From an optimization exercise on the open Yosys and OpenROAD flow, aimed at small area, a short achievable clock period and few clock cycles; shortcuts taken in it are not production practice. Where RTL was checked, it was by simulation tests only, not by an equivalence proof against the original. Power and IR drop assume default switching activity.

==> flow/design.v <==
module cpu(
    input  wire                 clk_in,
    input  wire                 rst_in,
    input  wire                 rdy_in,
    input  wire [ 7:0]          mem_din,
    output reg  [ 7:0]          mem_dout,
    output wire [31:0]          mem_a,
    output reg                  mem_wr
);
    reg [31:0] rf [1:31];
    reg [31:0] A, B, IR;
    reg [31:0] W;          
    reg [14:0] pc;         
    reg [14:0] fpc;        
    reg [1:0]  fstep;      
    reg [17:0] ma;
    assign mem_a = {14'b0, ma};
    reg        iss_f, iss_l, iss_last;
    reg [1:0]  iss_lane;
    reg        cap_f, cap_l, cap_last;
    reg [1:0]  cap_lane;
    reg [1:0]  mrem;       
    reg        dec;        
    reg        ldwb;       
    reg [4:0]  ra;         
    reg        rz;         
    reg        ex_alu, wb_alu, ex_rdnz, ex_sub, ex_arith;
    reg        mis;        
    reg [4:0]  ex_rd;
    reg [2:0]  ex_f3;
    wire rdA = cap_f & (cap_lane == 2'd3);
    wire rdB = cap_f & (cap_lane == 2'd0);
    wire [2:0] f3 = IR[14:12];
    wire [6:0] opc = mem_din[6:0];
    reg is_jb, is_br, is_jalr, is_jal, is_u, is_lui, is_mem, is_st, is_ld, is_alu, is_op, alu_sub;
    always @(posedge clk_in) begin
        if (rst_in) begin
            is_jb <= 1'b0; is_br <= 1'b0; is_jalr <= 1'b0; is_jal <= 1'b0;
            is_u <= 1'b0; is_lui <= 1'b0; is_mem <= 1'b0; is_st <= 1'b0;
            is_ld <= 1'b0; is_alu <= 1'b0; is_op <= 1'b0; alu_sub <= 1'b0;
        end else begin
            is_jb   <= rdB & opc[6];                           
            is_br   <= rdB & opc[6] & ~opc[2];
            is_jalr <= rdB & opc[6] & opc[2] & ~opc[3];
            is_jal  <= rdB & opc[6] & opc[3];
            is_u    <= rdB & ~opc[6] & opc[2];                 
            is_lui  <= rdB & ~opc[6] & opc[2] & opc[5];
            is_mem  <= rdB & ~opc[6] & ~opc[4];                
            is_st   <= rdB & ~opc[6] & ~opc[4] & opc[5];
            is_ld   <= rdB & ~opc[6] & ~opc[4] & ~opc[5];
            is_alu  <= rdB & ~opc[6] & opc[4] & ~opc[2];       
            is_op   <= rdB & ~opc[6] & opc[4] & ~opc[2] & opc[5];
            alu_sub <= rdB & ~opc[6] & opc[4] & ~opc[2] &
                       ((opc[5] & IR[30] & IR[14:12] == 3'b000) | IR[14:13] == 2'b01);
        end
    end
    wire eq  = (A == B);
    wire ltu = (A < B);
    wire lt  = (A[31] ^ B[31]) ? A[31] : ltu;
    wire cond = (f3[2] ? (f3[1] ? ltu : lt) : eq) ^ f3[0];
    wire [11:0] imm12 = is_st ? {IR[31:25], IR[11:7]} : IR[31:20];
    wire [17:0] addr  = A[17:0] + {{6{imm12[11]}}, imm12};
    wire [14:0] poff  = is_jal ? {IR[16:12], IR[20], IR[30:22]}
                               : {{4{IR[31]}}, IR[31], IR[7], IR[30:25], IR[11:9]};
    wire [14:0] ptgt  = pc + poff;
    wire [14:0] pnext = pc + 15'd1;
    wire [14:0] target = is_jalr ? addr[16:2] : ptgt;
    reg  [31:0] ldext;
    always @(*) begin
        case (ex_f3)
            3'b000: ldext = {{24{B[31]}}, B[31:24]};
            3'b100: ldext = {24'b0, B[31:24]};
            3'b001: ldext = {{16{B[31]}}, B[31:16]};
            3'b101: ldext = {16'b0, B[31:16]};
            default: ldext = B;
        endcase
    end
    wire        we = (wb_alu | ldwb) & ex_rdnz;
    wire [31:0] wd = ldwb ? ldext : W;
    wire        fwd = we & (ex_rd == ra);
    wire [31:0] rdata = fwd ? wd : rz ? 32'b0 : rf[ra];
    always @(posedge clk_in)
        if (we) rf[ex_rd] <= wd;
    wire [31:0] alu_c;
    alu alu(.f3(ex_f3), .sub(ex_sub), .arith(ex_arith), .a(A), .b(B), .c(alu_c));
    always @(posedge clk_in)
        W <= alu_c;
    always @(posedge clk_in) begin
        if (cap_f) IR[8*cap_lane +: 8] <= mem_din;
        if (cap_f & cap_lane == 2'd2) begin
            ra <= {mem_din[3:0], IR[15]};
            rz <= {mem_din[3:0], IR[15]} == 5'd0;
        end else if (rdA) begin
            ra <= {mem_din[0], IR[23:20]};
            rz <= {mem_din[0], IR[23:20]} == 5'd0;
        end
        if (rdA) A <= rdata;
        else if (is_u) A <= is_lui ? 32'b0 : {15'b0, pc, 2'b00};
        else if (is_jb) A <= {15'b0, fpc, 2'b00};
        if (rdB) B <= rdata;
        else if (is_u) B <= {IR[31:12], 12'b0};
        else if (is_jb) B <= 32'b0;
        else if (is_alu) B <= (IR[5] ? B : {{20{IR[31]}}, IR[31:20]}) ^ {32{alu_sub}};
        else if (cap_l | (is_st) | (mrem != 2'd0 & mem_wr)) B <= {mem_din, B[31:8]};
        if (dec) begin
            ex_rd    <= IR[11:7];
            ex_f3    <= (is_alu | is_ld) ? f3 : 3'b000;
            ex_sub   <= alu_sub;
            ex_arith <= IR[30];
        end
        if ((is_st) | (mrem != 2'd0 & mem_wr)) mem_dout <= B[7:0];
    end
    always @(posedge clk_in) begin
        if (rst_in) begin
            ma <= 18'd1;
            mem_wr <= 1'b0;
            iss_f <= 1'b1; iss_lane <= 2'd1; iss_l <= 1'b0; iss_last <= 1'b0;
            cap_f <= 1'b0; cap_l <= 1'b0; cap_last <= 1'b0; cap_lane <= 2'd0;
            fpc <= 15'd0; fstep <= 2'd1; pc <= 15'd0;
            mrem <= 2'd0;
            dec <= 1'b0; ldwb <= 1'b0;
            ex_alu <= 1'b0; wb_alu <= 1'b0; ex_rdnz <= 1'b0; mis <= 1'b0;
        end else begin
            mis <= is_br & ~cond;
            cap_f <= iss_f & ~mis; cap_lane <= iss_lane; cap_l <= iss_l; cap_last <= iss_last;
            dec <= rdB;
            ldwb <= cap_l & cap_last;
            ex_alu <= dec & ~is_mem & ~is_br;
            wb_alu <= ex_alu;
            if (dec) ex_rdnz <= (IR[11:7] != 5'd0);
            if (fstep == 2'd3 & mrem == 2'd0) begin
                pc <= fpc;
                fpc <= fpc + 15'd1;
            end
            if (dec) begin
                if (is_jb) begin
                    ma <= {1'b0, target, 2'b01};
                    iss_f <= 1'b1; iss_lane <= 2'd1; iss_l <= 1'b0;
                    fpc <= target; fstep <= 2'd1;
                end else if (is_mem) begin
                    ma <= addr;
                    mem_wr <= is_st;
                    iss_f <= 1'b0; iss_l <= is_ld;
                    iss_last <= (f3[1:0] == 2'b00);
                    mrem <= {f3[1], f3[1] | f3[0]};
                end else begin
                    ma[1:0] <= 2'd3;
                    iss_lane <= 2'd3;
                    fstep <= 2'd3;
                end
            end else if (mis) begin
                ma <= {1'b0, pnext, 2'b11};
                iss_lane <= 2'd3;
                fpc <= pnext; fstep <= 2'd3;
            end else if (mrem != 2'd0) begin
                ma[1:0] <= ma[1:0] + 2'd1;
                mrem <= mrem - 2'd1;
                iss_last <= (mrem == 2'd1);
            end else begin
                ma <= {1'b0, fpc, fstep + 2'd1};
                mem_wr <= 1'b0;
                iss_f <= 1'b1; iss_lane <= fstep + 2'd1; iss_l <= 1'b0;
                fstep <= fstep + 2'd1;
            end
        end
    end
endmodule
module alu(
    input  wire [2:0]  f3,      
    input  wire        sub,     
    input  wire        arith,   
    input  wire [31:0] a,
    input  wire [31:0] b,
    output reg  [31:0] c
);
    wire [33:0] s2  = {1'b0, a, 1'b1} + {1'b0, b, sub};
    wire [32:0] sum = s2[33:1];
    wire ltu = ~sum[32];
    wire lt  = (a[31] == b[31]) ? a[31] : sum[31];
    function [31:0] rev(input [31:0] x);
        integer i;
        for (i = 0; i < 32; i = i + 1) rev[i] = x[31 - i];
    endfunction
    wire        left = (f3 == 3'b001);
    wire [31:0] shin = left ? rev(a) : a;
    wire [31:0] shr  = $signed({arith & shin[31], shin}) >>> b[4:0];
    always @(*) begin
        case (f3)
            3'b000: c = sum[31:0];
            3'b001: c = rev(shr);
            3'b010: c = {31'b0, lt};
            3'b011: c = {31'b0, ltu};
            3'b100: c = a ^ b;
            3'b101: c = shr;
            3'b110: c = a | b;
            default: c = a & b;
        endcase
    end
endmodule
export LEC_CHECK = 0
export ABC_CLOCK_PERIOD_IN_PS = 3000
export CAP_MARGIN = 20
export CORE_MARGIN = 2
export CORE_UTILIZATION = 40
export PLACE_DENSITY = 0.55
export SETUP_SLACK_MARGIN = 5
export SLEW_MARGIN = 20
export TNS_END_PERCENT = 0
create_clock -name core_clock -period 10.0 [get_ports {clk_in}]
standard.sh (not shown) runs the stock make flow with config.mk's settings and CLKGATE_MAP_FILE= SYNTH_SCRIPT=/design/flow/synth_recipe.tcl, a recipe that flattens the netlist after the stock synthesis.
==> flow/flow/run.sh <==
#!/bin/bash
# The standard layout, with faster port buffers and a repair that aims
# further below the clock period. Make's output goes to flow.log.
set -euo pipefail
bash standard.sh "BUFFER_PORTS_ARGS=-buffer_cell sky130_fd_sc_hd__buf_4" \
    SETUP_SLACK_MARGIN=7 finish > flow.log 2>&1
The first run produced a clean layout.
Change:
==> flow/run.sh (new file) <==
#!/bin/bash
# synth_recipe.tcl (not shown) runs the flow's synth.tcl, then flattens the netlist and writes it again
# the make line also repeats each setting of config.mk as NAME=value (left out here)
make -C /OpenROAD-flow-scripts/flow DESIGN_CONFIG=/design/flow/config.mk WORK_HOME=/design/flow/orfs CLKGATE_MAP_FILE= SYNTH_SCRIPT=/design/flow/synth_recipe.tcl finish
- CORE_UTILIZATION: 40 -> 30
- PLACE_DENSITY: 0.55 -> 0.5
- TNS_END_PERCENT: 0 -> default
removed: flow/flow/run.sh
removed: flow/standard.sh
The new run passed the timing, DRC and antenna checks.
Global-route usage fell by 6.2 points.
Sequential power rises slightly.
Routed wire length increases slightly.
Area after synthesis stays the same.
Final cell count is higher by roughly a tenth.
Cell area is lower slightly.
Power decreases slightly.
Critical path depth is lower by 4.
Function was not checked in any run of this note: the RTL went through the layout flow alone.

---

Another version of the RTL of cpu (not shown whole).
Size in the first run: roughly 4,000 cells after synthesis, ~52 I/O pins, roughly 58,000 um^2 of cells after synthesis.
==> flow/config.mk <==
export PLATFORM = sky130hd
export DESIGN_NAME = cpu
export DESIGN_NICKNAME = cpu
export VERILOG_FILES = /design/flow/design.v
export SDC_FILE = /design/flow/constraint.sdc
export NUM_CORES = 4
export LEC_CHECK = 0
export ABC_CLOCK_PERIOD_IN_PS = 3000
export CAP_MARGIN = 20
export CORE_MARGIN = 2
export CORE_UTILIZATION = 55
export CTS_CLUSTER_DIAMETER = 70
export CTS_CLUSTER_SIZE = 30
export PLACE_DENSITY = 0.65
export SETUP_SLACK_MARGIN = 5
export SLEW_MARGIN = 20
export TNS_END_PERCENT = 0
==> flow/constraint.sdc <==
create_clock -name core_clock -period 10.0 [get_ports {clk_in}]
set_input_delay 2.0000 -clock core_clock [delete_from_list [all_inputs] [get_ports {clk_in}]]
set_output_delay 2.0000 -clock core_clock [all_outputs]
set_load 0.01 [all_outputs]
==> flow/flow/run.sh <==
#!/bin/bash
# The standard layout, with faster port buffers and a repair that aims
# further below the clock period. Make's output goes to flow.log.
set -euo pipefail
bash standard.sh "BUFFER_PORTS_ARGS=-buffer_cell sky130_fd_sc_hd__buf_4" \
    SETUP_SLACK_MARGIN=7 finish > flow.log 2>&1
The first run went through all stages and came out clean.
Testbench counts at the start, summed over its fixed seeds: cycles 818,495.
Edit:
CORE_UTILIZATION = 65   (was 55)
PLACE_DENSITY = 0.75   (was 0.65)
Total power drops by 4.1%.
Clock power drops by 22%.
Core utilization climbs by 11 points.
Non-clock buffer count climbs by 12.
Sequential power is about the same.
Routed wire length climbs by 5.2%.
Fmax climbs by 6.0%.
Area after synthesis does not change.
Flip-flop and latch count stays the same.
Edit:
CORE_UTILIZATION = 40   (was 65)
PLACE_DENSITY = 0.55   (was 0.75)
The new run finished clean.
Design area rose by 3.4%.
Routed wire length went up by 3.0%.
Count of clock-buffer cells in the layout climbs by 34.
Worst hold slack improved by 0.031 ns.
Via count went down by 4.3%.
Worst setup slack loses 0.14 ns.
Clock power went up by 51%.
Maximum frequency goes down by 4.1%.
Synthesized cell count does not change.
First-iteration DRC count drops by 33%.
Area after synthesis stays the same.
Edit:
CORE_UTILIZATION = 65   (was 40)
CTS_CLUSTER_DIAMETER = 60   (was 70)
CTS_CLUSTER_SIZE = 25   (was 30)
PLACE_DENSITY = 0.75   (was 0.55)
Final cell count decreases by roughly a tenth.
Worst setup slack improved by 0.073 ns.
Non-clock buffer count decreases by 30.
Clock skew decreases by 0.020 ns.
Wire length stays flat.
Via count increases by a few percent.
Combinational power increases by a few percent.
Count of clock-buffer cells in the layout decreases by 8.
Synthesized cell count stays the same.
Final area decreases by a few percent.

---

cpu, a different RTL version from the one above (not shown whole).
Size in the first run: about 4,200 cells after synthesis, roughly 1,300 flip-flops, about 52 I/O pins, roughly 0.055 mm^2 of cells after synthesis.
==> flow/design.v (excerpt) <==
module cpu(
    input  wire                 clk_in,
    input  wire                 rst_in,
    input  wire                 rdy_in,
    input  wire [ 7:0]          mem_din,
    output reg  [ 7:0]          mem_dout,
    output wire [31:0]          mem_a,
    output reg                  mem_wr
);
clock: 10.0 ns
lec_check: 0
abc_clock_period_in_ps: 3000
cap_margin: 20
core_margin: 2
core_utilization: 65
cts_cluster_diameter: 60
cts_cluster_size: 25
place_density: 0.75
setup_slack_margin: 5
slew_margin: 20
tns_end_percent: 0
==> flow/flow/run.sh <==
#!/bin/bash
# The standard layout, with faster port buffers and a repair that aims
# further below the clock period. Make's output goes to flow.log.
set -euo pipefail
bash standard.sh "BUFFER_PORTS_ARGS=-buffer_cell sky130_fd_sc_hd__buf_4" \
    SETUP_SLACK_MARGIN=9 finish > flow.log 2>&1
The first run completed with no timing, DRC or antenna violations.
Testbench counts at the start, summed over its fixed seeds: cycles 818,495.
==> next run, changes <==
--- a/flow/flow/run.sh
+++ b/flow/flow/run.sh
@@ -4,3 +4,3 @@
 set -euo pipefail
 bash standard.sh "BUFFER_PORTS_ARGS=-buffer_cell sky130_fd_sc_hd__buf_4" \
-    SETUP_SLACK_MARGIN=9 finish > flow.log 2>&1
+    SETUP_SLACK_MARGIN=8 finish > flow.log 2>&1
--- a/flow/config.mk
+++ b/flow/config.mk
@@ -9,8 +9,8 @@
 export CAP_MARGIN = 20
 export CORE_MARGIN = 2
-export CORE_UTILIZATION = 65
+export CORE_UTILIZATION = 60
 export CTS_CLUSTER_DIAMETER = 60
 export CTS_CLUSTER_SIZE = 25
-export PLACE_DENSITY = 0.75
+export PLACE_DENSITY = 0.7
 export SETUP_SLACK_MARGIN = 5
 export SLEW_MARGIN = 20
=> The new run finished clean; die area goes up by 8.2%; core utilization goes down by 5.3 points; wire length goes up by 1.6%.
==> next run, changes <==
--- a/flow/flow/run.sh
+++ b/flow/flow/run.sh
@@ -4,3 +4,3 @@
 set -euo pipefail
 bash standard.sh "BUFFER_PORTS_ARGS=-buffer_cell sky130_fd_sc_hd__buf_4" \
-    SETUP_SLACK_MARGIN=8 finish > flow.log 2>&1
+    SETUP_SLACK_MARGIN=7 finish > flow.log 2>&1
--- a/flow/config.mk
+++ b/flow/config.mk
@@ -9,8 +9,8 @@
 export CAP_MARGIN = 20
 export CORE_MARGIN = 2
-export CORE_UTILIZATION = 60
+export CORE_UTILIZATION = 65
 export CTS_CLUSTER_DIAMETER = 60
 export CTS_CLUSTER_SIZE = 25
-export PLACE_DENSITY = 0.7
+export PLACE_DENSITY = 0.75
 export SETUP_SLACK_MARGIN = 5
 export SLEW_MARGIN = 20
Maximum frequency falls by a few percent.
Power falls by a few percent.
Critical path depth is unchanged.
First-iteration DRC count rises by roughly a tenth.
Non-clock buffer count falls by 50.
Synthesized cell count does not change.
Via count falls slightly.
Design area falls by a few percent.
Die area falls by a little under a tenth.
==> next run, changes <==
--- a/flow/flow/run.sh
+++ b/flow/flow/run.sh
@@ -4,3 +4,3 @@
 set -euo pipefail
 bash standard.sh "BUFFER_PORTS_ARGS=-buffer_cell sky130_fd_sc_hd__buf_4" \
-    SETUP_SLACK_MARGIN=7 finish > flow.log 2>&1
+    SETUP_SLACK_MARGIN=8 finish > flow.log 2>&1
--- a/flow/config.mk
+++ b/flow/config.mk
@@ -6,5 +6,5 @@
 export NUM_CORES = 4
 export LEC_CHECK = 0
-export ABC_CLOCK_PERIOD_IN_PS = 3000
+export ABC_CLOCK_PERIOD_IN_PS = 2500
 export CAP_MARGIN = 20
 export CORE_MARGIN = 2
=> Sequential share of layout area fell by 1.1 points; flip-flop and latch count is unchanged; register-to-register slack improved by 350 ps; routed wire length grows by 2.6%; global-route usage increases by 0.93 points; cell area rose by 2.0%; synthesized cell count stays the same; critical path depth is unchanged; final cell count increases by 1.6%.
==> next run, changes <==
--- a/flow/config.mk
+++ b/flow/config.mk
@@ -6,5 +6,5 @@
 export NUM_CORES = 4
 export LEC_CHECK = 0
-export ABC_CLOCK_PERIOD_IN_PS = 2500
+export ABC_CLOCK_PERIOD_IN_PS = 3000
 export CAP_MARGIN = 20
 export CORE_MARGIN = 2
Result:
- The new run ran to the end with no violations
- maximum frequency stays the same
- synthesized cell count does not change
- worst setup slack does not change

-- static timing again, ports no longer ideal --
The results above use ideal ports. As a check the final layouts listed here were re-extracted and re-timed, cells and wires unchanged.
Step 1: set_driving_cell puts a clkbuf_16 on clk_in and a buf_2 on each other input, an assumption about the parent block.
Step 2 times the ports against the registers' clock, not the clock port: input delays grow and output delays shrink by t, the midpoint of the rising clock arrivals with the driver on.
a / b / c = ideal ports / drivers / drivers and shift; a / b = the first two.
| run | shift t [ns] | slack for setup (ns) | worst data-port slew with drivers (ns) |
|---|---|---|---|
| the first run of note 1 | 0.820 | 6.375 / 6.375 / 6.375 | 0.03 |
| the second run of note 1 | 0.853 | 5.382 / 5.382 / 5.382 | 0.05 |
| the first run of note 2 | 0.754 | 6.562 / 6.562 / 6.098 | 0.04 |
| the second run of note 2 | 0.758 | 6.757 / 6.757 / 6.209 | 0.07 |
| the third run of note 2 | 0.791 | 6.619 / 6.605 / 6.082 | 0.04 |
| the fourth run of note 2 | 0.762 | 6.692 / 6.692 / 6.158 | 0.09 |
| the first run of note 3 | 0.740 | 6.796 / 6.784 / 6.206 | 0.06 |
| the second run of note 3 | 0.765 | 6.604 / 6.604 / 6.155 | 0.06 |
| the third run of note 3 | 0.744 | 6.443 / 6.443 / 5.930 | 0.06 |
| the fourth run of note 3 | 0.740 | 6.796 / 6.784 / 6.206 | 0.06 |
| the fifth run of note 3 | 0.740 | 6.796 / 6.784 / 6.206 | 0.06 |
After both steps setup and hold are still met in every run listed.
